This is an optimization exercise on Yosys and OpenROAD, whose aim is small area and a short achievable clock period, not a production implementation. No functional check of the RTL was part of this run. Power figures rest on the tool's default switching activity, not on a simulated workload.

==> flow/design.v <==
module valu #(
	parameter	VLEN	=   128
) (
	input	[10:0]		i_sew,
	input	[VLEN-1:0]	i_dataa,
	input	[VLEN-1:0]	i_datab,
	input	[5:0]		i_ctrl,
	output	[VLEN-1:0]	o_result
);
	parameter	VAND	=	6'b000100,
				VOR		=	6'b000101,
				VXOR	=	6'b000110,
				VADD	=	6'b000000,
				VSUB	=	6'b000001,
				VSLT	=	6'b000010,
				VSLTU	=	6'b000011,
				VSLL	=	6'b011000,
				VSRL	=	6'b011001,
				VSRA	=	6'b011010;
	reg	[VLEN-1:0]	r_result;
	assign	o_result = r_result;
	integer i;
	always @(*) begin
		i = 0;
		case (i_sew)
			11'h8: begin
				case (i_ctrl)
					VAND : begin
						for (i = 0; i < VLEN; i = i + 8) begin
							r_result[i+:8]	<=	i_dataa[i+:8] & i_datab[i+:8];
						end
					end
					VOR : begin
						for (i = 0; i < VLEN; i = i + 8) begin
							r_result[i+:8]	<=	i_dataa[i+:8] | i_datab[i+:8];
						end
					end
					VXOR : begin
						for (i = 0; i < VLEN; i = i + 8) begin
							r_result[i+:8]	<=	i_dataa[i+:8] ^ i_datab[i+:8];
						end
					end
					VADD : begin
						for (i = 0; i < VLEN; i = i + 8) begin
							r_result[i+:8]	<=	i_dataa[i+:8] + i_datab[i+:8];
						end
					end
					VSUB : begin
						for (i = 0; i < VLEN; i = i + 8) begin
							r_result[i+:8]	<=	i_dataa[i+:8] - i_datab[i+:8];
						end
					end
					VSLT : begin
						for (i = 0; i < VLEN; i = i + 8) begin
							r_result[i+:8]	<=	$signed(i_dataa[i+:8]) < $signed(i_datab[i+:8]);
						end
					end
					VSLTU : begin
						for (i = 0; i < VLEN; i = i + 8) begin
							r_result[i+:8]	<=	i_dataa[i+:8] < i_datab[i+:8];
						end
					end
					VSLL : begin
						for (i = 0; i < VLEN; i = i + 8) begin
							r_result[i+:8]	<=	i_dataa[i+:8] << i_datab[i+:8];
						end
					end
					VSRL : begin
						for (i = 0; i < VLEN; i = i + 8) begin
							r_result[i+:8]	<=	i_dataa[i+:8] >> i_datab[i+:8];
						end
					end
					VSRA : begin
						for (i = 0; i < VLEN; i = i + 8) begin
							r_result[i+:8]	<=	$signed(i_dataa[i+:8]) >>> $signed(i_datab[i+:8]);
						end
					end
					default: begin
						r_result	<=	i_dataa;
					end
				endcase
			end
			11'h10: begin
				case (i_ctrl)
					VAND : begin
						for (i = 0; i < VLEN; i = i + 16) begin
							r_result[i+:16]	<=	i_dataa[i+:16] & i_datab[i+:16];
						end
					end
					VOR : begin
						for (i = 0; i < VLEN; i = i + 16) begin
							r_result[i+:16]	<=	i_dataa[i+:16] | i_datab[i+:16];
						end
					end
					VXOR : begin
						for (i = 0; i < VLEN; i = i + 16) begin
							r_result[i+:16]	<=	i_dataa[i+:16] ^ i_datab[i+:16];
						end
					end
					VADD : begin
						for (i = 0; i < VLEN; i = i + 16) begin
							r_result[i+:16]	<=	i_dataa[i+:16] + i_datab[i+:16];
						end
					end
					VSUB : begin
						for (i = 0; i < VLEN; i = i + 16) begin
							r_result[i+:16]	<=	i_dataa[i+:16] - i_datab[i+:16];
						end
					end
					VSLT : begin
						for (i = 0; i < VLEN; i = i + 16) begin
							r_result[i+:16]	<=	$signed(i_dataa[i+:16]) < $signed(i_datab[i+:16]);
						end
					end
					VSLTU : begin
						for (i = 0; i < VLEN; i = i + 16) begin
							r_result[i+:16]	<=	i_dataa[i+:16] < i_datab[i+:16];
						end
					end
					VSLL : begin
						for (i = 0; i < VLEN; i = i + 16) begin
							r_result[i+:16]	<=	i_dataa[i+:16] << i_datab[i+:16];
						end
					end
					VSRL : begin
						for (i = 0; i < VLEN; i = i + 16) begin
							r_result[i+:16]	<=	i_dataa[i+:16] >> i_datab[i+:16];
						end
					end
					VSRA : begin
						for (i = 0; i < VLEN; i = i + 16) begin
							r_result[i+:16]	<=	$signed(i_dataa[i+:16]) >>> $signed(i_datab[i+:16]);
						end
					end
					default: begin
						r_result	<=	i_dataa;
					end
				endcase
			end
			11'h20: begin
				case (i_ctrl)
					VAND : begin
						for (i = 0; i < VLEN; i = i + 32) begin
							r_result[i+:32]	<=	i_dataa[i+:32] & i_datab[i+:32];
						end
					end
					VOR : begin
						for (i = 0; i < VLEN; i = i + 32) begin
							r_result[i+:32]	<=	i_dataa[i+:32] | i_datab[i+:32];
						end
					end
					VXOR : begin
						for (i = 0; i < VLEN; i = i + 32) begin
							r_result[i+:32]	<=	i_dataa[i+:32] ^ i_datab[i+:32];
						end
					end
					VADD : begin
						for (i = 0; i < VLEN; i = i + 32) begin
							r_result[i+:32]	<=	i_dataa[i+:32] + i_datab[i+:32];
						end
					end
					VSUB : begin
						for (i = 0; i < VLEN; i = i + 32) begin
							r_result[i+:32]	<=	i_dataa[i+:32] - i_datab[i+:32];
						end
					end
					VSLT : begin
						for (i = 0; i < VLEN; i = i + 32) begin
							r_result[i+:32]	<=	$signed(i_dataa[i+:32]) < $signed(i_datab[i+:32]);
						end
					end
					VSLTU : begin
						for (i = 0; i < VLEN; i = i + 32) begin
							r_result[i+:32]	<=	i_dataa[i+:32] < i_datab[i+:32];
						end
					end
					VSLL : begin
						for (i = 0; i < VLEN; i = i + 32) begin
							r_result[i+:32]	<=	i_dataa[i+:32] << i_datab[i+:32];
						end
					end
					VSRL : begin
						for (i = 0; i < VLEN; i = i + 32) begin
							r_result[i+:32]	<=	i_dataa[i+:32] >> i_datab[i+:32];
						end
					end
					VSRA : begin
						for (i = 0; i < VLEN; i = i + 32) begin
							r_result[i+:32]	<=	$signed(i_dataa[i+:32]) >>> $signed(i_datab[i+:32]);
						end
					end
					default: begin
						r_result	<=	i_dataa;
					end
				endcase
			end
			11'h40: begin
				case (i_ctrl)
					VAND : begin
						for (i = 0; i < VLEN; i = i + 64) begin
							r_result[i+:64]	<=	i_dataa[i+:64] & i_datab[i+:64];
						end
					end
					VOR : begin
						for (i = 0; i < VLEN; i = i + 64) begin
							r_result[i+:64]	<=	i_dataa[i+:64] | i_datab[i+:64];
						end
					end
					VXOR : begin
						for (i = 0; i < VLEN; i = i + 64) begin
							r_result[i+:64]	<=	i_dataa[i+:64] ^ i_datab[i+:64];
						end
					end
					VADD : begin
						for (i = 0; i < VLEN; i = i + 64) begin
							r_result[i+:64]	<=	i_dataa[i+:64] + i_datab[i+:64];
						end
					end
					VSUB : begin
						for (i = 0; i < VLEN; i = i + 64) begin
							r_result[i+:64]	<=	i_dataa[i+:64] - i_datab[i+:64];
						end
					end
					VSLT : begin
						for (i = 0; i < VLEN; i = i + 64) begin
							r_result[i+:64]	<=	$signed(i_dataa[i+:64]) < $signed(i_datab[i+:64]);
						end
					end
					VSLTU : begin
						for (i = 0; i < VLEN; i = i + 64) begin
							r_result[i+:64]	<=	i_dataa[i+:64] < i_datab[i+:64];
						end
					end
					VSLL : begin
						for (i = 0; i < VLEN; i = i + 64) begin
							r_result[i+:64]	<=	i_dataa[i+:64] << i_datab[i+:64];
						end
					end
					VSRL : begin
						for (i = 0; i < VLEN; i = i + 64) begin
							r_result[i+:64]	<=	i_dataa[i+:64] >> i_datab[i+:64];
						end
					end
					VSRA : begin
						for (i = 0; i < VLEN; i = i + 64) begin
							r_result[i+:64]	<=	$signed(i_dataa[i+:64]) >>> $signed(i_datab[i+:64]);
						end
					end
					default: begin
						r_result	<=	i_dataa;
					end
				endcase
			end
			default: r_result	<=	i_dataa;
		endcase
	end
endmodule
module valu_top #(
	parameter	VLEN	=	64
) (
	input				clk,
	input	[10:0]		i_sew,
	input	[5:0]		i_ctrl,
	input	[VLEN-1:0]	i_dataa,
	input	[VLEN-1:0]	i_datab,
	output	[VLEN-1:0]	o_result
);
	reg		[10:0]		r_sew;
	reg		[5:0]		r_ctrl;
	reg		[VLEN-1:0]	r_dataa, r_datab;
	reg		[VLEN-1:0]	r_result;
	wire	[VLEN-1:0]	w_result;
	always @(posedge clk) begin
		r_sew		<=	i_sew;
		r_ctrl		<=	i_ctrl;
		r_dataa		<=	i_dataa;
		r_datab		<=	i_datab;
		r_result	<=	w_result;
	end
	valu #(
		.VLEN		(VLEN)
	) valu (
		.i_sew		(r_sew),
		.i_dataa	(r_dataa),
		.i_datab	(r_datab),
		.i_ctrl		(r_ctrl),
		.o_result	(w_result)
	);
	assign	o_result	=	r_result;
endmodule
==> flow/run.sh <==
#!/bin/bash
# synth_recipe.tcl (not shown) runs the flow's synth.tcl, then flattens the netlist and writes it again
# the make line also repeats each setting of config.mk as NAME=value (left out here)
make -C /OpenROAD-flow-scripts/flow DESIGN_CONFIG=/design/flow/config.mk WORK_HOME=/design/flow/orfs CLKGATE_MAP_FILE= SYNTH_SCRIPT=/design/flow/synth_recipe.tcl finish
==> flow/config.mk <==
export PLATFORM = sky130hd
export DESIGN_NAME = valu_top
export DESIGN_NICKNAME = valu_top
export VERILOG_FILES = /design/flow/design.v
export SDC_FILE = /design/flow/constraint.sdc
export NUM_CORES = 8
export LEC_CHECK = 0
export CAP_MARGIN = 40
export CORE_MARGIN = 2
export CORE_UTILIZATION = 20
export PLACE_DENSITY = 0.3
export SLEW_MARGIN = 40
==> flow/constraint.sdc <==
create_clock -name core_clock -period 9.0 [get_ports {clk}]
set_input_delay 1.8000 -clock core_clock [delete_from_list [all_inputs] [get_ports {clk}]]
set_output_delay 1.8000 -clock core_clock [all_outputs]
set_load 0.01 [all_outputs]
==> summary.txt <==
-- routing by layer --
layer | global-route usage [%] | up-vias | part of all wire (%) | wire length (µm)
met1 | 48.0 | 39600 | 40 | 222000
li1 | - | 31100 | - | -
met2 | 57.4 | 5461 | 42 | 234000
met3 | 7.56 | 1342 | 8.4 | 46400
met5 | 0 | - | 0.028 | 154
met4 | 29.1 | 22 | 9.1 | 50500
-- placed cells by master (no fill, tap or decap), types with 51 or more instances in the layout --
cell / instances
a211o_1: 57
a211oi_1: 160
a21o_1: 72
a21oi_1: 804
a221oi_1: 72
a22oi_1: 67
a31oi_1: 159
and3_1: 51
buf_4: 431
clkdlybuf4s50_1: 209
dfxtp_1: 180
diode_2: 56
ha_1: 227
inv_1: 196
mux2_2: 75
mux2i_1: 317
mux4_2: 185
nand2_1: 822
nand3_1: 266
nand4_1: 392
nor2_1: 724
nor3_1: 227
nor4_1: 80
o211ai_1: 119
o21ai_0: 615
o21bai_1: 57
o221ai_1: 65
o22ai_1: 101
o31ai_1: 68
xnor2_1: 122
-- stage by stage --
step                      instance area (µm²)  util (%)
after floorplan                         54400         -
after global placement                  61400      22.7
after detailed placement                62000      22.9
after CTS                               63300      23.4
after global routing                    63400      23.4
final                                   63500      23.5
-- logic make-up after synthesis --
group / Yosys count
buffers and inverters: 1098
XOR/XNOR: 135
AND/OR/NAND/NOR: 2935
multiplexers: 580
AO/OA/AOI/OAI: 2995
adder cells (fa/ha/maj): 244
flip-flops: 209
-- path summary, 6_finish.rpt --
check	start	end	slack [ns]	cells past startpoint
worst min register to register	r_dataa[6]$_DFF_P_	r_result[6]$_DFF_P_	0.73	2
worst max-delay path	r_datab[28]$_DFF_P_	r_result[5]$_DFF_P_	1.91	14
worst min-delay path	r_dataa[6]$_DFF_P_	r_result[6]$_DFF_P_	0.73	2
worst max register to register	r_datab[28]$_DFF_P_	r_result[5]$_DFF_P_	1.91	14
-- flip-flops by register name, indices dropped and copies added (netlist names) --
name	cells
r_dataa	64
r_sew	11
r_ctrl	6
r_datab	64
r_result	64
-- cell type report --
type / instances / share of cell area (%)
Timing Repair Buffer: 660 / 8.89
Tap cell: 3570 / 7.03
Antenna cell: 56 / 0.221
Clock buffer: 50 / 1.71
Inverter: 231 / 1.39
Sequential cell: 209 / 6.69
Clock inverter: 19 / 0.333
Multi-Input combinational cell: 6889 / 73.7
-- power groups by stage --
stage	Combinational, µW	Clock [µW]	Sequential [µW]
after CTS	3130	1750	1110
final	3260	1700	1110
after detailed placement	3110	0	1130
after floorplan	1650	0	1050
after global routing	3310	1760	1110
after global placement	3120	0	1130
-- worst register-to-register path, cell delays in order, from the launching register on --
cell      delay (ns)
dfxtp_1         0.36
or4_1           0.55
buf_4           0.29
or3_1           0.64
nor4_4          0.79
buf_4           0.64
buf_4           0.74
nand4_1         0.25
nand4_1         0.30
mux2i_1         0.11
o21ai_0         0.85
mux2i_1         0.51
o221ai_1        0.30
nand3_1         0.24
a22oi_1         0.38
==> impl_metrics.json <==
{
  "outcome": "timing/DRC/antenna clean",
  "hold_ws_ns": 0.729,
  "yosys-top-cells-area": "dfxtp_1, mux4_2, a21oi_1",
  "power_density_nw_per_um2": 95.5,
  "post_cts_resize_count": 0,
  "area_delta_synth_final_pct": 16.7,
  "clkSlewWorstSetupHoldPaths_ns": 0.07,
  "drt-total-wl_um": 554000,
  "cts_tree": "built",
  "cts_root_buf": "clkbuf_16",
  "power_uw": 6070,
  "power_switching_uw": 3240,
  "numCtsBuffers": 39,
  "critical_path_class": "reg2reg",
  "muxShareOfSynthArea_pct": 15.1,
  "drtIter0Drc": 11500,
  "fin_setup_tns_ns": 0,
  "layoutNonFillerInstCount": 11700,
  "setup_slack_ns": 1.91,
  "htree_levels": 2,
  "synth_xor_area_share_pct": 2.17,
  "grt_pass1_vias": 71900,
  "synth_fa_ha_area_share_pct": 5.83,
  "crit_path_cell_trace": "or4_1, buf_4, or3_1, nor4_4, buf_4, buf_4, nand4_1, nand4_1, mux2i_1, o21ai_0, mux2i_1, o221ai_1, nand3_1, a22oi_1",
  "syn_area_um2": 54400,
  "p_leak_uw": 0.0218,
  "crit_path_max_incr_delay_ns": 0.85,
  "synth_most_common_cell": "nand2_1",
  "period_needed_ns": 7.09,
  "clk_latency_ns": 0.74,
  "grt_setup_unrepaired": "false",
  "gp_congestion": 1.05,
  "synthCells": 8196,
  "grt_usage_pct": 38.2,
  "slew_headroom_pct": 26.7,
  "ys_seq_area_share_pct": 7.69,
  "core_um2": 271000,
  "min_period_over_period_pct": 78.7,
  "drc": 0,
  "p_clk_share_pct": 28.0,
  "hold_buffers": 0,
  "fillers": 30700,
  "path_common_cell": "buf_4",
  "die_x_um": 526,
  "post_cts_buffers": 0,
  "fin_nets": 8420,
  "yosys.area_share.simple_pct": 25.6,
  "p_int_uw": 2830,
  "pre_cts_slack_ns": 2.35,
  "placedCellCount": 11600,
  "drv_slew": 0,
  "critPathMaxFanout": 76,
  "cts.sinks": 209,
  "start_kind": "flip-flop",
  "grt_pass1_wl_um": 723000,
  "viasPerCell": 6.64,
  "synth_common_cells": "nand2_1, a21oi_1, nor2_1, clkbuf_1, o21ai_0",
  "synth_top_area_cell": "dfxtp_1",
  "peakVddDrop_v": 0.000137,
  "hold_class": "reg2reg",
  "wl_per_cell_um": 47.4,
  "fmaxAchievable_mhz": 141,
  "portBuffers": 209,
  "crit_path_top_delay_cell": "o21ai_0",
  "drt_first_pass_iters": 8,
  "ys.flop_type": "dfxtp_1",
  "drive_above_1_share_pct": 13.1,
  "ys_types": 109,
  "worst_setup_path_end_kind": "flip-flop",
  "rows": 191,
  "synth_edf_count": 0,
  "multi_input_area_um2": 46800,
  "io_pins": 210,
  "async_reset_ff_share_pct": 0,
  "seqCellArea_um2": 4250,
  "setup_viol_count_final": 0,
  "dp_hpwl_um": 428000,
  "die_y_um": 526,
  "antenna_found_initial": 64,
  "critPathBufInv": 3,
  "crit_arrival_ns": 7.70,
  "netlist.area_leader.share_pct": 7.69,
  "grt_max_degree": 219,
  "num_vias": 77500,
  "overflow": 0,
  "synth_top_family_by_area": "compound AO/OA/AOI/OAI gates",
  "maxCapViolCount": 0,
  "yosys_warnings": 2,
  "worst_pin_slew_ns": 1.10,
  "pwr-share-comb_pct": 53.6,
  "critical-path-top-delay-family": "simple AND/OR/NAND/NOR gates",
  "p_seq_share_pct": 18.4,
  "dieArea_um2": 276000,
  "synthesis.nets": 8586,
  "hold_viol": 0,
  "syn_avg_cell_area_um2": 6.64,
  "fin_skew_ns": 0.0590,
  "synth-seq-cells": 209,
  "ant_nets": 0,
  "clockBufferDepth": 3,
  "switching_share_pct": 53.3,
  "initial_utilization_pct": 20.1,
  "cp.required_ns": 9.61,
  "synth_compound_area_share_pct": 35.7
}

## what the ideal ports hide
No port has a modelled driver above. Below, the same layout with a new extraction and two added sets of constraints.
Step 1 assumes that a clkbuf_16 drives the clock port and a buf_2 every other input.
Step 2 also shifts input and output timing later by t, the mid clock arrival at the registers, as if the neighbouring blocks saw the same clock.
Slacks: no drivers / after step 1 / after step 2; pairs: no drivers / after step 1.
t (ns): 0.817
setup slack, ns: 1.914 / 1.914 / 1.914
worst setup path after step 2: register to register
After both steps setup and hold are still met in this run. The setup slack of this run moves by 0.000 ns with the drivers and by 0.000 ns with both steps.
